What follows belongs to an exercise in optimizing a design on an open flow for small area and a short achievable clock period; a production flow would make more cautious choices.
Where RTL was checked, it was by simulation tests only, not by an equivalence proof against the original.
No functional check of the RTL was part of run 2.
Power and IR drop assume default switching activity.

==> flow/design.v, too long to show whole: its modules and the start of the top module <==
// module multiplier: 3589 lines
// module FA: 4 lines
// module FAX: 6 lines
// module HA: 4 lines
// module HAN: 4 lines
// module OR2: 3 lines
// module FA1: 4 lines
// module MAJ: 3 lines
// module BTWO: 3 lines
// module BSGN: 3 lines
// module PPSEL: 3 lines
// module PPSELN: 3 lines
// module INV: 3 lines
// module NAND2: 3 lines
// module NOR2: 3 lines
// module XOR2: 3 lines
// module XNOR2: 3 lines
// module AOI21: 3 lines
// module OAI21: 3 lines
// module CPA: 994 lines
module multiplier (
    input clk,
    input rst,
    input start,
    input [31:0] A,
    input [31:0] B,
    input [7:0] Physical_address_in,
    input [31:0] PC_in,
    output [63:0] Product,
    output reg done,
    output reg [7:0] Physical_address_out,
    output reg [31:0] PC_out
);
  // ...
==> flow/flow/run.sh <==
#!/bin/bash
# Layout flow: the standard ORFS flow (standard.sh) with extra ORFS
# settings read from flow/knobs.txt (one VAR=value per line; @FLOW@ stands
# for this flow folder). Its output goes to standard.log.
set -euo pipefail
flowdir="$(pwd)/flow"
knobs=()
while IFS= read -r line; do
  [[ -z "$line" || "$line" == \#* ]] && continue
  knobs+=("${line//@FLOW@/$flowdir}")
done < flow/knobs.txt
bash standard.sh "${knobs[@]}" finish > standard.log 2>&1
==> flow/flow/downsize.tcl <==
# Start the layout from the smallest drive strength of every logic cell that
# synthesis sized up; the flow's timing repair then sizes up what needs it.
set n 0
foreach inst [[ord::get_db_block] getInsts] {
  set m [[$inst getMaster] getName]
  if {![regexp {^(sky130_fd_sc_hd__[a-z0-9]+)_([0-9]+)$} $m -> base size]} { continue }
  if {$size <= 1} { continue }
  if {[string match "*df*" $base] || [string match "*conb*" $base] || [string match "*clk*" $base] || [string match "*maj3*" $base]} { continue }
  set small [get_lib_cells -quiet ${base}_1]
  if {$small == ""} { continue }
  replace_cell [$inst getName] $small
  incr n
}
puts "downsize: $n cells set to drive strength 1"
==> flow/flow/knobs.txt <==
BUFFER_PORTS_ARGS=-buffer_cell sky130_fd_sc_hd__buf_1
PRE_FLOORPLAN_TCL=@FLOW@/downsize.tcl
==> flow/standard.sh <==
#!/bin/bash
# synth_recipe.tcl (not shown) runs the flow's synth.tcl, then flattens the netlist and writes it again
# the make line also repeats each setting of config.mk as NAME=value (left out here)
make -C /OpenROAD-flow-scripts/flow DESIGN_CONFIG=/design/flow/config.mk WORK_HOME=/design/flow/orfs CLKGATE_MAP_FILE= SYNTH_SCRIPT=/design/flow/synth_recipe.tcl "${@:-finish}"
==> flow/config.mk <==
export PLATFORM = sky130hd
export DESIGN_NAME = multiplier
export DESIGN_NICKNAME = multiplier
export VERILOG_FILES = /design/flow/design.v
export SDC_FILE = /design/flow/constraint.sdc
export NUM_CORES = 8
export LEC_CHECK = 0
export CAP_MARGIN = 20
export CORE_MARGIN = 2
export CORE_UTILIZATION = 40
export CTS_BUF_LIST = sky130_fd_sc_hd__clkbuf_4 sky130_fd_sc_hd__clkbuf_8
export PLACE_DENSITY = 0.7
export SETUP_SLACK_MARGIN = 0.6
export SLEW_MARGIN = 20
export SYNTH_HIERARCHICAL = 1
export SYNTH_MINIMUM_KEEP_SIZE = 0
==> flow/constraint.sdc <==
create_clock -name core_clock -period 5.0 [get_ports {clk}]
set_input_delay 1.0000 -clock core_clock [delete_from_list [all_inputs] [get_ports {clk}]]
set_output_delay 1.0000 -clock core_clock [all_outputs]
set_load 0.01 [all_outputs]
==> results.txt, run 1 <==
Max Root-Sink Buffers 2; most frequent cells in the layout xor2_1 (765), a22oi_1 (528), fa_1 (399), buf_1 (195), dfxtp_1 (168); largest net degree at the start of global routing 53; met2 usage 42.27%; Multi-input comb cells 2433; share of cells above drive strength 1 10.85%; Power Combinational 0.0188 W; CP Max Fanout 12; outcome complete, no violations; buffer and inverter count on the worst path 1; Hold Path Depth 1; cell chosen for the clock root clkbuf_8; M1 wire length 37100 um; FF+latch count 168; Worst setup endpoint r28_0; final std cells w/o fill 3927; Detailed Place HPWL 78150 um; vias in the first global route 22941; Power Clock 0.000997 W; Cell Int Power 0.01043 W; number of fill cells 6168; Die X 261.6 um; metal2 WL 41720 um; met3 Track Usage GR 8.178%; Clock-cell share 1.272%; tap cells 864; GRT met1 Usage 35.08%; Hold Path Origin Physical_address_in[4]; Met3 Wirelength 10700 um; Remaining DRCs 0; routability cong. 0.9663; final hold vios 0; Leak Pwr 11.19 nW; Cell Chain, Critical Path clkbuf_2, xor2_1, a22oi_1, fa_1, fa_1, fa_1, fa_1, maj3_2; TritonCTS clock tree built
Testbench counts, summed over its fixed seeds: latency 24,000, ops 24,000.
==> run 2, diff against run 1 <==
--- a/flow/design.v
+++ b/flow/design.v
@@ -3143,43 +3143,43 @@
   FA u_218 (.a(c86), .b(c87), .c(c88), .s(s218), .co(c218));
   FA u_219 (.a(s90), .b(s91), .c(s7), .s(s219), .co(c219));
   FA u_220 (.a(s92), .b(c89), .c(s93), .s(s220), .co(c220));
   FA u_221 (.a(c90), .b(c91), .c(s94), .s(s221), .co(c221));
   FA u_222 (.a(s95), .b(s10), .c(c92), .s(s222), .co(c222));
   FA u_223 (.a(s96), .b(c93), .c(s97), .s(s223), .co(c223));
   FA u_224 (.a(c94), .b(c95), .c(s98), .s(s224), .co(c224));
   FA u_225 (.a(s99), .b(s14), .c(c96), .s(s225), .co(c225));
-  FAX u_226 (.a(s100), .b(c97), .c(s101), .s(s226), .co(c226));
+  FA u_226 (.a(s100), .b(c97), .c(s101), .s(s226), .co(c226));
   FA u_227 (.a(c98), .b(c99), .c(s102), .s(s227), .co(c227));
   FA u_228 (.a(s18), .b(s103), .c(c100), .s(s228), .co(c228));
-  FAX u_229 (.a(c101), .b(s104), .c(s105), .s(s229), .co(c229));
+  FA u_229 (.a(c101), .b(s104), .c(s105), .s(s229), .co(c229));
   FA u_230 (.a(c102), .b(s106), .c(s23), .s(s230), .co(c230));
   FA u_231 (.a(c103), .b(s107), .c(c104), .s(s231), .co(c231));
-  FAX u_232 (.a(c105), .b(s108), .c(s109), .s(s232), .co(c232));
+  FA u_232 (.a(c105), .b(s108), .c(s109), .s(s232), .co(c232));
   FA u_233 (.a(c106), .b(s110), .c(s27), .s(s233), .co(c233));
   FA u_234 (.a(c107), .b(s111), .c(c108), .s(s234), .co(c234));
-  FAX u_235 (.a(c109), .b(s112), .c(s113), .s(s235), .co(c235));
+  FA u_235 (.a(c109), .b(s112), .c(s113), .s(s235), .co(c235));
   FA u_236 (.a(c110), .b(s114), .c(s32), .s(s236), .co(c236));
-  FAX u_237 (.a(c111), .b(c112), .c(s115), .s(s237), .co(c237));
-  FAX u_238 (.a(c113), .b(s116), .c(s117), .s(s238), .co(c238));
+  FA u_237 (.a(c111), .b(c112), .c(s115), .s(s237), .co(c237));
+  FA u_238 (.a(c113), .b(s116), .c(s117), .s(s238), .co(c238));
   FA u_239 (.a(c114), .b(s118), .c(s37), .s(s239), .co(c239));
   FA u_240 (.a(c116), .b(c115), .c(s119), .s(s240), .co(c240));
-  FAX u_241 (.a(c117), .b(s120), .c(s121), .s(s241), .co(c241));
+  FA u_241 (.a(c117), .b(s120), .c(s121), .s(s241), .co(c241));
   FA u_242 (.a(c118), .b(s122), .c(s40), .s(s242), .co(c242));
-  FAX u_243 (.a(c120), .b(c119), .c(s123), .s(s243), .co(c243));
+  FA u_243 (.a(c120), .b(c119), .c(s123), .s(s243), .co(c243));
   FA u_244 (.a(s124), .b(c121), .c(s125), .s(s244), .co(c244));
   FA u_245 (.a(c122), .b(s126), .c(s127), .s(s245), .co(c245));
-  FAX u_246 (.a(s44), .b(c123), .c(s128), .s(s246), .co(c246));
+  FA u_246 (.a(s44), .b(c123), .c(s128), .s(s246), .co(c246));
   FA u_247 (.a(c124), .b(c125), .c(s129), .s(s247), .co(c247));
   FA u_248 (.a(c126), .b(c127), .c(s130), .s(s248), .co(c248));
-  FAX u_249 (.a(s131), .b(s46), .c(s132), .s(s249), .co(c249));
-  FAX u_250 (.a(c128), .b(c129), .c(s133), .s(s250), .co(c250));
+  FA u_249 (.a(s131), .b(s46), .c(s132), .s(s249), .co(c249));
+  FA u_250 (.a(c128), .b(c129), .c(s133), .s(s250), .co(c250));
   FA u_251 (.a(c130), .b(c131), .c(s134), .s(s251), .co(c251));
-  FAX u_252 (.a(s135), .b(s49), .c(s136), .s(s252), .co(c252));
+  FA u_252 (.a(s135), .b(s49), .c(s136), .s(s252), .co(c252));
   FA u_253 (.a(c133), .b(c132), .c(s137), .s(s253), .co(c253));
   FA u_254 (.a(c134), .b(c135), .c(c49), .s(s254), .co(c254));
   FA u_255 (.a(s138), .b(s139), .c(s140), .s(s255), .co(c255));
   FA u_256 (.a(c137), .b(c136), .c(s141), .s(s256), .co(c256));
   FA u_257 (.a(c138), .b(c139), .c(c140), .s(s257), .co(c257));
   FA u_258 (.a(c50), .b(s142), .c(s143), .s(s258), .co(c258));
   FA u_259 (.a(s144), .b(c141), .c(s145), .s(s259), .co(c259));
   FA u_260 (.a(c142), .b(c143), .c(c144), .s(s260), .co(c260));
@@ -3260,41 +3260,41 @@
   FA u_334 (.a(c205), .b(s207), .c(s208), .s(s334), .co(c334));
   FA u_335 (.a(c206), .b(c207), .c(c208), .s(s335), .co(c335));
   FA u_336 (.a(s209), .b(s210), .c(s211), .s(s336), .co(c336));
   FA u_337 (.a(c209), .b(c210), .c(s212), .s(s337), .co(c337));
   FA u_338 (.a(s213), .b(c211), .c(s214), .s(s338), .co(c338));
   FA u_339 (.a(c212), .b(c213), .c(s215), .s(s339), .co(c339));
   FA u_340 (.a(s216), .b(c214), .c(s217), .s(s340), .co(c340));
   FA u_341 (.a(c215), .b(c216), .c(s218), .s(s341), .co(c341));
-  FAX u_342 (.a(s219), .b(c217), .c(s220), .s(s342), .co(c342));
+  FA u_342 (.a(s219), .b(c217), .c(s220), .s(s342), .co(c342));
   FA u_343 (.a(c218), .b(c219), .c(s221), .s(s343), .co(c343));
-  FAX u_344 (.a(s222), .b(c220), .c(s223), .s(s344), .co(c344));
+  FA u_344 (.a(s222), .b(c220), .c(s223), .s(s344), .co(c344));
   FA u_345 (.a(c221), .b(s224), .c(s225), .s(s345), .co(c345));
-  FAX u_346 (.a(c222), .b(s226), .c(c223), .s(s346), .co(c346));
+  FAX u_346 (.a(c222), .b(c223), .c(s226), .s(s346), .co(c346));
   FAX u_347 (.a(c224), .b(s227), .c(s228), .s(s347), .co(c347));
-  FAX u_348 (.a(c225), .b(s229), .c(c226), .s(s348), .co(c348));
+  FAX u_348 (.a(c225), .b(c226), .c(s229), .s(s348), .co(c348));
   FAX u_349 (.a(c227), .b(s230), .c(s231), .s(s349), .co(c349));
-  FAX u_350 (.a(c228), .b(s232), .c(c229), .s(s350), .co(c350));
+  FAX u_350 (.a(c228), .b(c229), .c(s232), .s(s350), .co(c350));
   FAX u_351 (.a(c230), .b(s233), .c(s234), .s(s351), .co(c351));
-  FAX u_352 (.a(c231), .b(s235), .c(c232), .s(s352), .co(c352));
-  FAX u_353 (.a(c233), .b(s236), .c(c234), .s(s353), .co(c353));
-  FAX u_354 (.a(s237), .b(s238), .c(c235), .s(s354), .co(c354));
+  FAX u_352 (.a(c231), .b(c232), .c(s235), .s(s352), .co(c352));
+  FA u_353 (.a(c233), .b(s236), .c(c234), .s(s353), .co(c353));
+  FAX u_354 (.a(s237), .b(c235), .c(s238), .s(s354), .co(c354));
   FAX u_355 (.a(c236), .b(s239), .c(c237), .s(s355), .co(c355));
-  FAX u_356 (.a(s241), .b(c238), .c(s240), .s(s356), .co(c356));
+  FAX u_356 (.a(s240), .b(c238), .c(s241), .s(s356), .co(c356));
   FAX u_357 (.a(c239), .b(s242), .c(s243), .s(s357), .co(c357));
-  FAX u_358 (.a(c240), .b(c241), .c(s244), .s(s358), .co(c358));
+  FA u_358 (.a(c240), .b(c241), .c(s244), .s(s358), .co(c358));
   FAX u_359 (.a(c242), .b(s245), .c(s246), .s(s359), .co(c359));
-  FAX u_360 (.a(c243), .b(c244), .c(s247), .s(s360), .co(c360));
+  FA u_360 (.a(c243), .b(c244), .c(s247), .s(s360), .co(c360));
   FAX u_361 (.a(c245), .b(s248), .c(s249), .s(s361), .co(c361));
-  FAX u_362 (.a(c246), .b(s250), .c(c247), .s(s362), .co(c362));
+  FAX u_362 (.a(c246), .b(c247), .c(s250), .s(s362), .co(c362));
   FAX u_363 (.a(c248), .b(s251), .c(s252), .s(s363), .co(c363));
   FA u_364 (.a(c249), .b(c250), .c(s253), .s(s364), .co(c364));
-  FAX u_365 (.a(c251), .b(s254), .c(c252), .s(s365), .co(c365));
-  FAX u_366 (.a(s255), .b(c253), .c(s256), .s(s366), .co(c366));
+  FA u_365 (.a(c251), .b(s254), .c(c252), .s(s365), .co(c365));
+  FA u_366 (.a(s255), .b(c253), .c(s256), .s(s366), .co(c366));
   FA u_367 (.a(c254), .b(c255), .c(s257), .s(s367), .co(c367));
   FA u_368 (.a(s258), .b(c256), .c(s259), .s(s368), .co(c368));
   FA u_369 (.a(c257), .b(c258), .c(s260), .s(s369), .co(c369));
   FAX u_370 (.a(s261), .b(c259), .c(s262), .s(s370), .co(c370));
   FA u_371 (.a(c260), .b(s263), .c(c261), .s(s371), .co(c371));
   FA u_372 (.a(s264), .b(s265), .c(c262), .s(s372), .co(c372));
   FA u_373 (.a(c263), .b(c264), .c(s266), .s(s373), .co(c373));
   FA u_374 (.a(c265), .b(s267), .c(s268), .s(s374), .co(c374));
@@ -3354,26 +3354,26 @@
   FA u_427 (.a(c335), .b(s337), .c(c336), .s(s427), .co(c427));
   FA u_428 (.a(c337), .b(s339), .c(c338), .s(s428), .co(c428));
   FAX u_429 (.a(c339), .b(s341), .c(c340), .s(s429), .co(c429));
   FAX u_430 (.a(c341), .b(s343), .c(c342), .s(s430), .co(c430));
   FAX u_431 (.a(c343), .b(s345), .c(c344), .s(s431), .co(c431));
   FAX u_432 (.a(s347), .b(c345), .c(c346), .s(s432), .co(c432));
   FAX u_433 (.a(s349), .b(c347), .c(c348), .s(s433), .co(c433));
   FAX u_434 (.a(s351), .b(c349), .c(c350), .s(s434), .co(c434));
-  FAX u_435 (.a(s353), .b(c351), .c(c352), .s(s435), .co(c435));
+  FAX u_435 (.a(c351), .b(s353), .c(c352), .s(s435), .co(c435));
   FAX u_436 (.a(s355), .b(c353), .c(c354), .s(s436), .co(c436));
   FAX u_437 (.a(s357), .b(c355), .c(c356), .s(s437), .co(c437));
   FAX u_438 (.a(s359), .b(c357), .c(c358), .s(s438), .co(c438));
   FAX u_439 (.a(s361), .b(c359), .c(c360), .s(s439), .co(c439));
   FAX u_440 (.a(s363), .b(c361), .c(c362), .s(s440), .co(c440));
-  FAX u_441 (.a(s365), .b(c363), .c(c364), .s(s441), .co(c441));
+  FAX u_441 (.a(c363), .b(c364), .c(s365), .s(s441), .co(c441));
   FAX u_442 (.a(s367), .b(c365), .c(c366), .s(s442), .co(c442));
   FAX u_443 (.a(c367), .b(s369), .c(s370), .s(s443), .co(c443));
-  FAX u_444 (.a(c369), .b(s371), .c(s372), .s(s444), .co(c444));
+  FA u_444 (.a(c369), .b(s371), .c(s372), .s(s444), .co(c444));
   FA u_445 (.a(c371), .b(s373), .c(s374), .s(s445), .co(c445));
   FA u_446 (.a(c373), .b(s375), .c(c374), .s(s446), .co(c446));
   FA u_447 (.a(c375), .b(s377), .c(c376), .s(s447), .co(c447));
   FA u_448 (.a(c377), .b(c378), .c(s379), .s(s448), .co(c448));
   FA u_449 (.a(c379), .b(c380), .c(s381), .s(s449), .co(c449));
   FA u_450 (.a(s383), .b(c381), .c(s384), .s(s450), .co(c450));
   FA u_451 (.a(c383), .b(s385), .c(s386), .s(s451), .co(c451));
   FA u_452 (.a(c385), .b(s387), .c(s388), .s(s452), .co(c452));
@@ -3408,34 +3408,34 @@
   FA u_480 (.a(s322), .b(c418), .c(s419), .s(s480), .co(c480));
   FA u_481 (.a(s324), .b(c419), .c(s420), .s(s481), .co(c481));
   FA u_482 (.a(s326), .b(c420), .c(s421), .s(s482), .co(c482));
   FA u_483 (.a(s328), .b(c421), .c(s422), .s(s483), .co(c483));
   FA u_484 (.a(s330), .b(c422), .c(s423), .s(s484), .co(c484));
   FA u_485 (.a(s332), .b(c423), .c(s424), .s(s485), .co(c485));
   FA u_486 (.a(s334), .b(c424), .c(s425), .s(s486), .co(c486));
   FA u_487 (.a(s336), .b(c425), .c(s426), .s(s487), .co(c487));
-  FAX u_488 (.a(s338), .b(c426), .c(s427), .s(s488), .co(c488));
+  FA u_488 (.a(s338), .b(c426), .c(s427), .s(s488), .co(c488));
   FAX u_489 (.a(s340), .b(c427), .c(s428), .s(s489), .co(c489));
   FAX u_490 (.a(s342), .b(s429), .c(c428), .s(s490), .co(c490));
   FAX u_491 (.a(s344), .b(s430), .c(c429), .s(s491), .co(c491));
   FAX u_492 (.a(s346), .b(s431), .c(c430), .s(s492), .co(c492));
   FAX u_493 (.a(s348), .b(s432), .c(c431), .s(s493), .co(c493));
   FAX u_494 (.a(s350), .b(s433), .c(c432), .s(s494), .co(c494));
-  FAX u_495 (.a(s352), .b(c433), .c(s434), .s(s495), .co(c495));
-  FAX u_496 (.a(s354), .b(c434), .c(s435), .s(s496), .co(c496));
+  FAX u_495 (.a(s352), .b(s434), .c(c433), .s(s495), .co(c495));
+  FAX u_496 (.a(s354), .b(s435), .c(c434), .s(s496), .co(c496));
   FAX u_497 (.a(s356), .b(s436), .c(c435), .s(s497), .co(c497));
   FAX u_498 (.a(s358), .b(s437), .c(c436), .s(s498), .co(c498));
   FAX u_499 (.a(s360), .b(s438), .c(c437), .s(s499), .co(c499));
   FAX u_500 (.a(s362), .b(s439), .c(c438), .s(s500), .co(c500));
   FAX u_501 (.a(s364), .b(s440), .c(c439), .s(s501), .co(c501));
-  FAX u_502 (.a(s366), .b(s441), .c(c440), .s(s502), .co(c502));
-  FAX u_503 (.a(s368), .b(s442), .c(c441), .s(s503), .co(c503));
+  FAX u_502 (.a(s366), .b(c440), .c(s441), .s(s502), .co(c502));
+  FAX u_503 (.a(s368), .b(c441), .c(s442), .s(s503), .co(c503));
   FAX u_504 (.a(c368), .b(s443), .c(c442), .s(s504), .co(c504));
-  FAX u_505 (.a(c370), .b(s444), .c(c443), .s(s505), .co(c505));
+  FAX u_505 (.a(c370), .b(c443), .c(s444), .s(s505), .co(c505));
   FAX u_506 (.a(c372), .b(s445), .c(c444), .s(s506), .co(c506));
   FA u_507 (.a(s376), .b(c445), .c(s446), .s(s507), .co(c507));
   FA u_508 (.a(s378), .b(c446), .c(s447), .s(s508), .co(c508));
   FA u_509 (.a(s380), .b(c447), .c(s448), .s(s509), .co(c509));
   FA u_510 (.a(s382), .b(c448), .c(s449), .s(s510), .co(c510));
   FA u_511 (.a(c382), .b(c449), .c(s450), .s(s511), .co(c511));
   FA u_512 (.a(c384), .b(c450), .c(s451), .s(s512), .co(c512));
   FA u_513 (.a(c386), .b(s452), .c(c451), .s(s513), .co(c513));
==> flow/config.mk (replaced) <==
export PLATFORM = sky130hd
export DESIGN_NAME = multiplier
export DESIGN_NICKNAME = multiplier
export VERILOG_FILES = /design/flow/design.v
export SDC_FILE = /design/flow/constraint.sdc
export NUM_CORES = 8
export LEC_CHECK = 0
export CAP_MARGIN = 20
export CORE_MARGIN = 2
export CORE_UTILIZATION = 40
export SETUP_SLACK_MARGIN = 0.6
export SLEW_MARGIN = 20
export SYNTH_HIERARCHICAL = 1
export SYNTH_MINIMUM_KEEP_SIZE = 0
==> results.txt, run 2 <==
initial DRC count 2597; Post-Syn Instances 2588; hold crit path type in -> reg; DRT Pass-1 Iters 6; smallest hold slack 0.6212 ns; Post-CTS Setup Repair Bufs 0; Final setup viols 0; Max Fclk 229.0 MHz; Final min period 4.366 ns; crit-path max cell delay 0.53 ns; fin worst setup slack 0.6336 ns; Final Slew Violations 0; outcome complete, no violations; biggest regs PC_out: 32 flops, Physical_address_out: 8 flops; WL/cell 26.18 um; first-pass GRT wire length 150900 um; fin nets 3555; routability cong. 0.9675 (+0.12%); Hold Path Origin PC_in[31]; die height 260.7 um; Worst Tran Pin Value 0.7394 ns; vias in the first global route 23654 (+3.1%); Cell Chain, Critical Path clkbuf_2, buf_4, nand2_1, o22ai_2, a22oi_1, fa_1, fa_1, fa_1, fa_1, fa_1; clk sinks 168; kind of critical path in -> reg; Power Dens Cells 735.5 nW/um2; most frequent cells in the layout xor2_1 (710), a22oi_1 (527), fa_1 (420), buf_1 (186), dfxtp_1 (168); most common cell after layout, fill and taps aside xor2_1; H-tree depth 4; hold endpoint PC_out[31]; max_cap viols 0; Die Footprint 67940 um2; CTS Buf Count 17; normalized max-slew margin 50.71%; Leak Pwr 11.45 nW (+2.3%); initial antenna violation count 2; Design Area, Final 31310 um2; final wirelength 102000 um; Worst EP required 5.34 ns; Max Root-Sink Buffers 2 (unchanged); critical path startpoint category input port; Tot GR Track Use 30.02%; Slowest cell on crit path fa_1; # rows 94; gr ovfl total 0; placed cell areas 30400 um2; DR vias/cell 5.946; Hold Path Depth 1 (unchanged); Initial Util 40.22%; number of port buffers 211; Syn. warnings 7; Routed Antenna Nets 0; Worst setup EP type register; Largest Register PC_out; largest net degree at the start of global routing 38 (-28%); Max rail drop VDD 0.0003978 V; TritonCTS clock tree built; Remaining DRCs 0 (unchanged); Most common cell on crit path fa_1; worst endpoint data arrival time 4.70 ns; CP Max Fanout 19 (+7); RSZ-0062 raised after global routing no; Ports 212; final period utilization 87.33%; cell chosen for the clock root clkbuf_16; hold buffers post-CTS 0; share of cells above drive strength 1 11.78% (+0.93 points); Die X 260.7 um (-0.34%); max reg flops 32; setup slack at placement -0.08782 ns; final hold vios 0 (unchanged); Reg clk slew, reported paths 0.07 ns; via count 23165; Detailed Place HPWL 86380 um (+11%); Core Box Area 65510 um2
## run 2: worst max-delay path: cells and delay by family
| family | cells | cell delay (ns) |
|---|---|---|
| fa+ha+maj | 5 | 2.41 |
| compound gates | 2 | 0.49 |
| simple gates | 1 | 0.13 |
| buf+inv | 2 | 0.67 |
## run 2: worst max path at each step
stage | slack, ns | endpoint | startpoint
final | 0.63 | r45_1 | B[25]
after CTS | 0.48 | Product[49] | r2_1
after global routing | 0.59 | r31_0 | B[1]
after floorplan | 0.55 | r39_0 | B[19]
after detailed placement | -0.09 | r44_0 | B[9]
after global placement | -0.10 | r44_0 | B[9]
## run 2: power breakdown
| group | switching (W) | total, W | internal, W |
|---|---|---|---|
| sequential | 0.000364 | 0.00255 | 0.00219 |
| combinational | 0.0114 | 0.0191 | 0.00770 |
| clock | 0.000658 | 0.00139 | 0.000733 |
## run 2: area by class of cell
class                           instances  area, um2
Fill cell                            6142      34200
Timing Repair Buffer                  407       2848
Inverter                               32      120.1
Clock inverter                         14      176.4
Antenna cell                            2      5.005
Tap cell                              864       1081
Clock buffer                           18      439.2
Sequential cell                       168       3363
Multi-Input combinational cell       2391      23280
## run 2: repair_timing
item	in CTS	in global routing
gates cloned	0	2
setup endpoints to repair	16	52
pin swaps	0	3
gates resized for setup	6	60
## run 2: layer usage
layer,track usage [%],up-vias,share of wire (%)
met4,9.556,0,3.1
met5,0,-,0
met1,42.85,11785,44
met3,5.507,139,8.6
li1,-,10037,-
met2,45.97,1204,44
## run 2: through the flow
stage / cells / util, % / TNS, ns / power [W]
final: 3896 / 47.79 / 0 / 0.02303
after global routing: 3895 / 47.79 / 0 / 0.02485
after CTS: 3892 / 47.38 / 0 / 0.02276
after detailed placement: 3860 / 46.40 / -0.1800 / 0.02127
after global placement: 3860 / 46.40 / -0.2481 / 0.02095
after floorplan: 2595 / - / 0 / 0.01498

-- port drivers added, routing unchanged --
How much do the figures lean on ideal ports? The routed layouts below were timed once more, with nothing changed but the port constraints.
Step 1: set_driving_cell puts a clkbuf_16 on clk and a buf_2 on each other input, an assumption about the parent block.
Step 2 adds t to the input delays and takes it off the output delays; t is the mean of the earliest and latest rising clock arrival at the registers after step 1. Input paths then give back, and output paths get back, about the clock's delay inside the block.
Slacks: no drivers / after step 1 / after step 2; pairs: no drivers / after step 1.
run	shift t [ns]	setup slack, ns	worst setup path at the end
run 1	0.552	0.621 / 0.604 / 0.052	input to register
run 2	0.512	0.634 / 0.591 / 0.079	input to register
After both steps every run listed still meets setup and hold. For run 1, which loses most, drivers alone change the setup slack by -0.017 ns; drivers and shift together by -0.569 ns.
